Context: an optimization exercise on an open-source flow, tuned for small area and a short achievable clock period. The choices shown serve that exercise and are no tape-out recipe.
In this exercise RTL edits were held to simulation tests only and were not proved equivalent to the original.
No activity file was given, so power comes from the tool's default toggle rates. No driver is modelled on the clock port, so clocking that relies on it looks cheaper here than on a real chip.

## shaping_v5
module shaping_v5(
inp,shapedout,conf,clk,count,rst
    ,r1,r2);
export LEC_CHECK = 0
export CAP_MARGIN = 20
export CORE_MARGIN = 2
export CORE_UTILIZATION = 55
export CTS_BUF_LIST = sky130_fd_sc_hd__clkbuf_16
export CTS_CLUSTER_DIAMETER = 110
export CTS_CLUSTER_SIZE = 30
export SLEW_MARGIN = 20
export TNS_END_PERCENT = 10
create_clock -name core_clock -period 11.0 [get_ports {clk}]
standard.sh (not shown) runs the stock make flow with config.mk's settings and CLKGATE_MAP_FILE= SYNTH_SCRIPT=/design/flow/synth_recipe.tcl, a recipe that flattens the netlist after the stock synthesis.
==> flow/flow/run.sh <==
#!/bin/bash
# Standard synthesis, then the standard layout with: a larger setup margin
# for timing repair, plain buffers (buf_4) on the ports instead of delay
# cells, and no dummy loads in clock tree synthesis. The clock period and
# constraints are unchanged.
set -euo pipefail
bash standard.sh synth > synth.log 2>&1
bash standard.sh SETUP_SLACK_MARGIN=7.6 \
  "BUFFER_PORTS_ARGS=-buffer_cell sky130_fd_sc_hd__buf_4" \
  "CTS_ARGS=-sink_clustering_enable -repair_clock_nets -sink_clustering_size 30 -sink_clustering_max_diameter 110 -buf_list sky130_fd_sc_hd__clkbuf_16 -dont_use_dummy_load" \
  finish > layout.log 2>&1
The starting point completed with no timing, DRC or antenna violations.
Rerun with:
--- a/flow/flow/run.sh
+++ b/flow/flow/run.sh
@@ -8 +8 @@
-bash standard.sh SETUP_SLACK_MARGIN=7.6 \
+bash standard.sh SETUP_SLACK_MARGIN=7.35 \
@@ -10,0 +11 @@
+  MATCH_CELL_FOOTPRINT=0 \
- TNS_END_PERCENT: 10 -> default
What happened:
- synthesized cell count stays the same
- cell area stays flat
- register-to-register slack gets worse by 0.02 ns
- setup slack is about the same
- clock skew grows by 0.0053 ns
- routed wire length grows by 0.55%
Rerun with:
--- a/flow/flow/run.sh
+++ b/flow/flow/run.sh
@@ -11 +10,0 @@
-  MATCH_CELL_FOOTPRINT=0 \
After rerunning: The new run finished with timing, DRC and antenna clean; sequential power is about the same; worst hold slack improved by 0.0043 ns; utilization came out lower by 0.12 points.

========
wip/amber:
The RTL this note starts from:
==> flow/design.v <==
`timescale 1ns / 1ps
module shaping_v5(
inp,shapedout,conf,clk,count,rst
    ,r1,r2);
    input [13:0] inp;
    input [11:0] conf;
    input clk;
    input rst;
    output [13:0] shapedout;
    output [11:0] count;
    output r1;
    output r2;
    parameter k = 100;
    parameter l = 200;
    localparam N = k+l+k+1;           
    wire [4:0] tau = conf[4:0];
    wire [4:0] m3  = conf[9:5];
    wire [1:0] sel = conf[11:10];
    reg [11:0] cnt;
    reg rst1;
    reg rst2;      
    reg rst2d;     
    reg [14*N-1:0] dline;
    reg signed [15:0] temp3;
    reg signed [22:0] acc4;
    reg signed [15:0] q3;
    reg signed [22:0] tmpS;
    reg signed [15:0] tmpT;
    reg signed [44:0] temp6;
    reg [13:0] temp7;
    always @(posedge clk) begin
        if (rst)
            cnt <= 12'h001;
        else if (|cnt)
            cnt <= cnt + 1'b1;
        else
            cnt <= 12'h000;
    end
    always @(posedge clk) begin
        rst1  <= rst | (rst1 & (cnt < k+l+k+1));
        rst2  <= rst | rst1;
        rst2d <= rst2;
    end
    always @(posedge clk)
        dline <= {dline[14*(N-1)-1:0], inp};
    wire signed [15:0] d0   = {{2{dline[13]}}, dline[13:0]};
    wire signed [15:0] dk   = {{2{dline[14*k+13]}}, dline[14*k+:14]};
    wire signed [15:0] dkl  = {{2{dline[14*(k+l)+13]}}, dline[14*(k+l)+:14]};
    wire signed [15:0] dklk = {{2{dline[14*(k+l+k)+13]}}, dline[14*(k+l+k)+:14]};
    wire signed [23:0] w4 = {acc4, 1'b0};
    wire signed [23:0] w4s = w4 >>> tau;
    wire signed [22:0] temp5 = tmpS + {{7{tmpT[15]}}, tmpT};
    always @(posedge clk)
        q3 <= dklk - dk - dkl;
    always @(posedge clk) begin
        if (rst2 | rst2d) begin
            temp3 <= 16'sd0;
            acc4  <= 23'sd0;
        end else begin
            temp3 <= d0 + q3;
            acc4  <= acc4 + {{7{d0[15]}}, d0} + {{7{q3[15]}}, q3};
        end
    end
    always @(posedge clk) begin
        if (rst2) begin
            tmpS  <= 23'sd0;
            tmpT  <= 16'sd0;
            temp6 <= 45'sd0;
        end else begin
            if (tau == 5'd0)
                tmpS <= acc4;
            else if (tau == 5'd31)
                tmpS <= 23'sd0;
            else
                tmpS <= w4s[22:0];
            tmpT  <= (tau == 5'd0) ? 16'sd0 : temp3;
            temp6 <= temp6 + {{22{tmpS[22]}}, tmpS} + {{29{tmpT[15]}}, tmpT};
        end
    end
    wire signed [13:0] inps = inp;
    reg signed [44:0] vsrc;
    always @(*)
        case (sel)
        2'd0: vsrc = inps;
        2'd1: vsrc = temp3;
        2'd2: vsrc = temp5;
        default: vsrc = temp6;
        endcase
    wire signed [44:0] vsh = vsrc >>> m3;
    always @(posedge clk) begin
        if (rst2)
            temp7 <= 14'd0;
        else
            temp7 <= vsh[13:0];
    end
    assign shapedout = temp7;
    assign count = cnt;
    assign r1 = rst1;
    assign r2 = rst2;
endmodule
export LEC_CHECK = 0
export CAP_MARGIN = 20
export CORE_MARGIN = 2
export CORE_UTILIZATION = 55
export CTS_BUF_LIST = sky130_fd_sc_hd__clkbuf_16
export CTS_CLUSTER_DIAMETER = 110
export CTS_CLUSTER_SIZE = 30
export SLEW_MARGIN = 20
create_clock -name core_clock -period 11.0 [get_ports {clk}]
==> flow/flow/run.sh <==
#!/bin/bash
# Standard synthesis, then the standard layout with a larger setup margin for
# timing repair and no dummy loads in clock tree synthesis (the clock period
# and constraints are unchanged).
set -euo pipefail
bash standard.sh synth > synth.log 2>&1
bash standard.sh SETUP_SLACK_MARGIN=7.35 \
  "CTS_ARGS=-sink_clustering_enable -repair_clock_nets -sink_clustering_size 30 -sink_clustering_max_diameter 110 -buf_list sky130_fd_sc_hd__clkbuf_16 -dont_use_dummy_load" \
  finish > layout.log 2>&1
Input-level comparison between wip/indigo and wip/amber:
- changing CTS_CLUSTER_DIAMETER from 110 to 50
- changing CTS_CLUSTER_SIZE from 30 to 40
==> flow/flow/run.sh <==
#!/bin/bash
# Standard synthesis, then the standard layout with a larger setup margin for
# timing repair and no dummy loads in clock tree synthesis (the clock period
# and constraints are unchanged).
set -euo pipefail
bash standard.sh synth > synth.log 2>&1
bash standard.sh SETUP_SLACK_MARGIN=7.6 \
  "CTS_ARGS=-sink_clustering_enable -repair_clock_nets -sink_clustering_size 40 -sink_clustering_max_diameter 50 -buf_list sky130_fd_sc_hd__clkbuf_16 -dont_use_dummy_load" \
  finish > layout.log 2>&1
Results
wip/indigo ended with every stage complete and zero timing, DRC or antenna violations. The proportion of cell area occupied by multi-input gates of wip/amber and that of wip/indigo are within noise of each other. Fraction of layout instances using a drive strength above 1 sits higher in wip/indigo than in wip/amber. Higher global-route usage among wip/amber and wip/indigo: wip/indigo. For wip/indigo, the slowest stage cell on the critical path was sky130_fd_sc_hd__fa_1, unlike wip/amber, where it was sky130_fd_sc_hd__mux4_2. Looking at first-pass GRT wire length across both flows, wip/indigo is the weaker of the two, with wip/amber ahead.
Relative to wip/indigo, the following input files were edited for wip/delta:
- a change of CORE_UTILIZATION from 55 to 70
- a change of CTS_CLUSTER_SIZE from 40 to 30
- a change of CTS_CLUSTER_DIAMETER from 50 to 60
--- a/flow/flow/run.sh
+++ b/flow/flow/run.sh
@@ -7,3 +7,3 @@
 bash standard.sh SETUP_SLACK_MARGIN=7.6 \
-  "CTS_ARGS=-sink_clustering_enable -repair_clock_nets -sink_clustering_size 40 -sink_clustering_max_diameter 50 -buf_list sky130_fd_sc_hd__clkbuf_16 -dont_use_dummy_load" \
+  "CTS_ARGS=-sink_clustering_enable -repair_clock_nets -sink_clustering_size 30 -sink_clustering_max_diameter 60 -buf_list sky130_fd_sc_hd__clkbuf_16 -dont_use_dummy_load" \
   finish > layout.log 2>&1
## What came out
wip/delta did not finish: a tool error stopped it during 3_5_place_dp. Compared with wip/indigo, weighted congestion reported at the end of routability-driven placement in wip/delta decreased slightly. The final reports for wip/delta and wip/indigo show final HPWL from detailed placement higher in the former. Diff wip/indigo..wip/delta | mux contribution to synthesized area | unchanged. Taking wip/indigo as the reference, in wip/delta share of synthesized area occupied by flip-flops and latches about even; row count now sits lower; number of synthesized flops with an enable pin level; overall die height shrank by 55 um; share of the synthesized netlist area taken by xor and xnor gates barely changed.
[inputs] wip/cedar vs wip/delta
- changing CTS_CLUSTER_DIAMETER from 60 to 110
- changing CORE_UTILIZATION from 70 to 55
--- a/flow/flow/run.sh
+++ b/flow/flow/run.sh
@@ -7,3 +7,3 @@
 bash standard.sh SETUP_SLACK_MARGIN=7.6 \
-  "CTS_ARGS=-sink_clustering_enable -repair_clock_nets -sink_clustering_size 30 -sink_clustering_max_diameter 60 -buf_list sky130_fd_sc_hd__clkbuf_16 -dont_use_dummy_load" \
+  "CTS_ARGS=-sink_clustering_enable -repair_clock_nets -sink_clustering_size 30 -sink_clustering_max_diameter 110 -buf_list sky130_fd_sc_hd__clkbuf_16 -dont_use_dummy_load" \
   finish > layout.log 2>&1
wip/cedar: PASS, flow complete, no timing, DRC or antenna violations. Diff wip/cedar..wip/delta | synthesized cell count | unchanged. Reported for wip/delta and wip/cedar, fraction of the mapped netlist area in adder cells turned out identical to the last digit. [compare] base=wip/delta new=wip/cedar: count of input and output buffers shows no meaningful change; row count moved up; post-synth net total stayed essentially flat. Die extent in y: wip/cedar vs wip/delta up about 13%. Diff wip/delta..wip/cedar | async set or reset register ratio after synthesis | unchanged. Comparing wip/delta and wip/cedar, the lower width of the chip is on wip/delta. Diff wip/delta -> wip/cedar: placer's final routability congestion estimate went up; detailed-placement wirelength estimate has decreased; initial cell density of the core lower.
diff inputs: wip/cedar => wip/maple
- a change of CTS_CLUSTER_DIAMETER from 110 to 80
--- a/flow/flow/run.sh
+++ b/flow/flow/run.sh
@@ -7,3 +7,3 @@
 bash standard.sh SETUP_SLACK_MARGIN=7.6 \
-  "CTS_ARGS=-sink_clustering_enable -repair_clock_nets -sink_clustering_size 30 -sink_clustering_max_diameter 110 -buf_list sky130_fd_sc_hd__clkbuf_16 -dont_use_dummy_load" \
+  "CTS_ARGS=-sink_clustering_enable -repair_clock_nets -sink_clustering_size 30 -sink_clustering_max_diameter 80 -buf_list sky130_fd_sc_hd__clkbuf_16 -dont_use_dummy_load" \
   finish > layout.log 2>&1
--- outcome ---
Total stage count of the critical path: wip/maple and wip/cedar compared, lower one is wip/maple. wip/maple against wip/cedar: routed length on met1 stayed essentially flat, minimum setup slack after placement stayed essentially flat, number of standard cells in the layout, taps in and fillers out stayed essentially flat. Comparing wip/cedar with wip/maple, the multi-input gate share of total cell area came out essentially unchanged. Higher footprint of the multi-input gates was reported by wip/cedar, not wip/maple.

[what the ideal ports hide]
Ports are ideal in the flow. The routed layouts listed here were re-timed in OpenROAD. Step 1 assumes that a clkbuf_16 drives the clock port and a buf_2 every other input. Step 2 also shifts input and output timing later by t, the mid clock arrival at the registers, as if the neighbouring blocks saw the same clock. Three values: ideal ports, drivers, drivers and shift; two values: the first two.
run | t, ns | setup slack, ns | clock arrival spread, ns | worst data-port slew with drivers (ns) | cell pins on the clock port's net
the first run of note 1 | 0.915 | 7.379 / 7.291 / 6.412 | 0.148 / 0.148 | 0.22 | 1
the second run of note 1 | 0.899 | 7.379 / 7.275 / 6.376 | 0.170 / 0.170 | 0.24 | 1
the third run of note 1 | 0.890 | 7.383 / 7.342 / 6.452 | 0.143 / 0.143 | 0.17 | 1
wip/amber | 0.908 | 7.284 / 7.314 / 6.415 | 0.138 / 0.138 | 0.09 | 1
wip/indigo | 0.975 | 7.298 / 7.256 / 6.398 | 0.188 / 0.187 | 0.10 | 1
wip/cedar | 0.907 | 7.314 / 7.318 / 6.445 | 0.169 / 0.169 | 0.11 | 1
wip/maple | 0.897 | 7.272 / 7.313 / 6.416 | 0.177 / 0.177 | 0.11 | 1
After both steps every run listed still meets setup and hold. The setup slack of the second run of note 1, which loses most, moves by -0.104 ns with the drivers and by -1.003 ns with both steps.
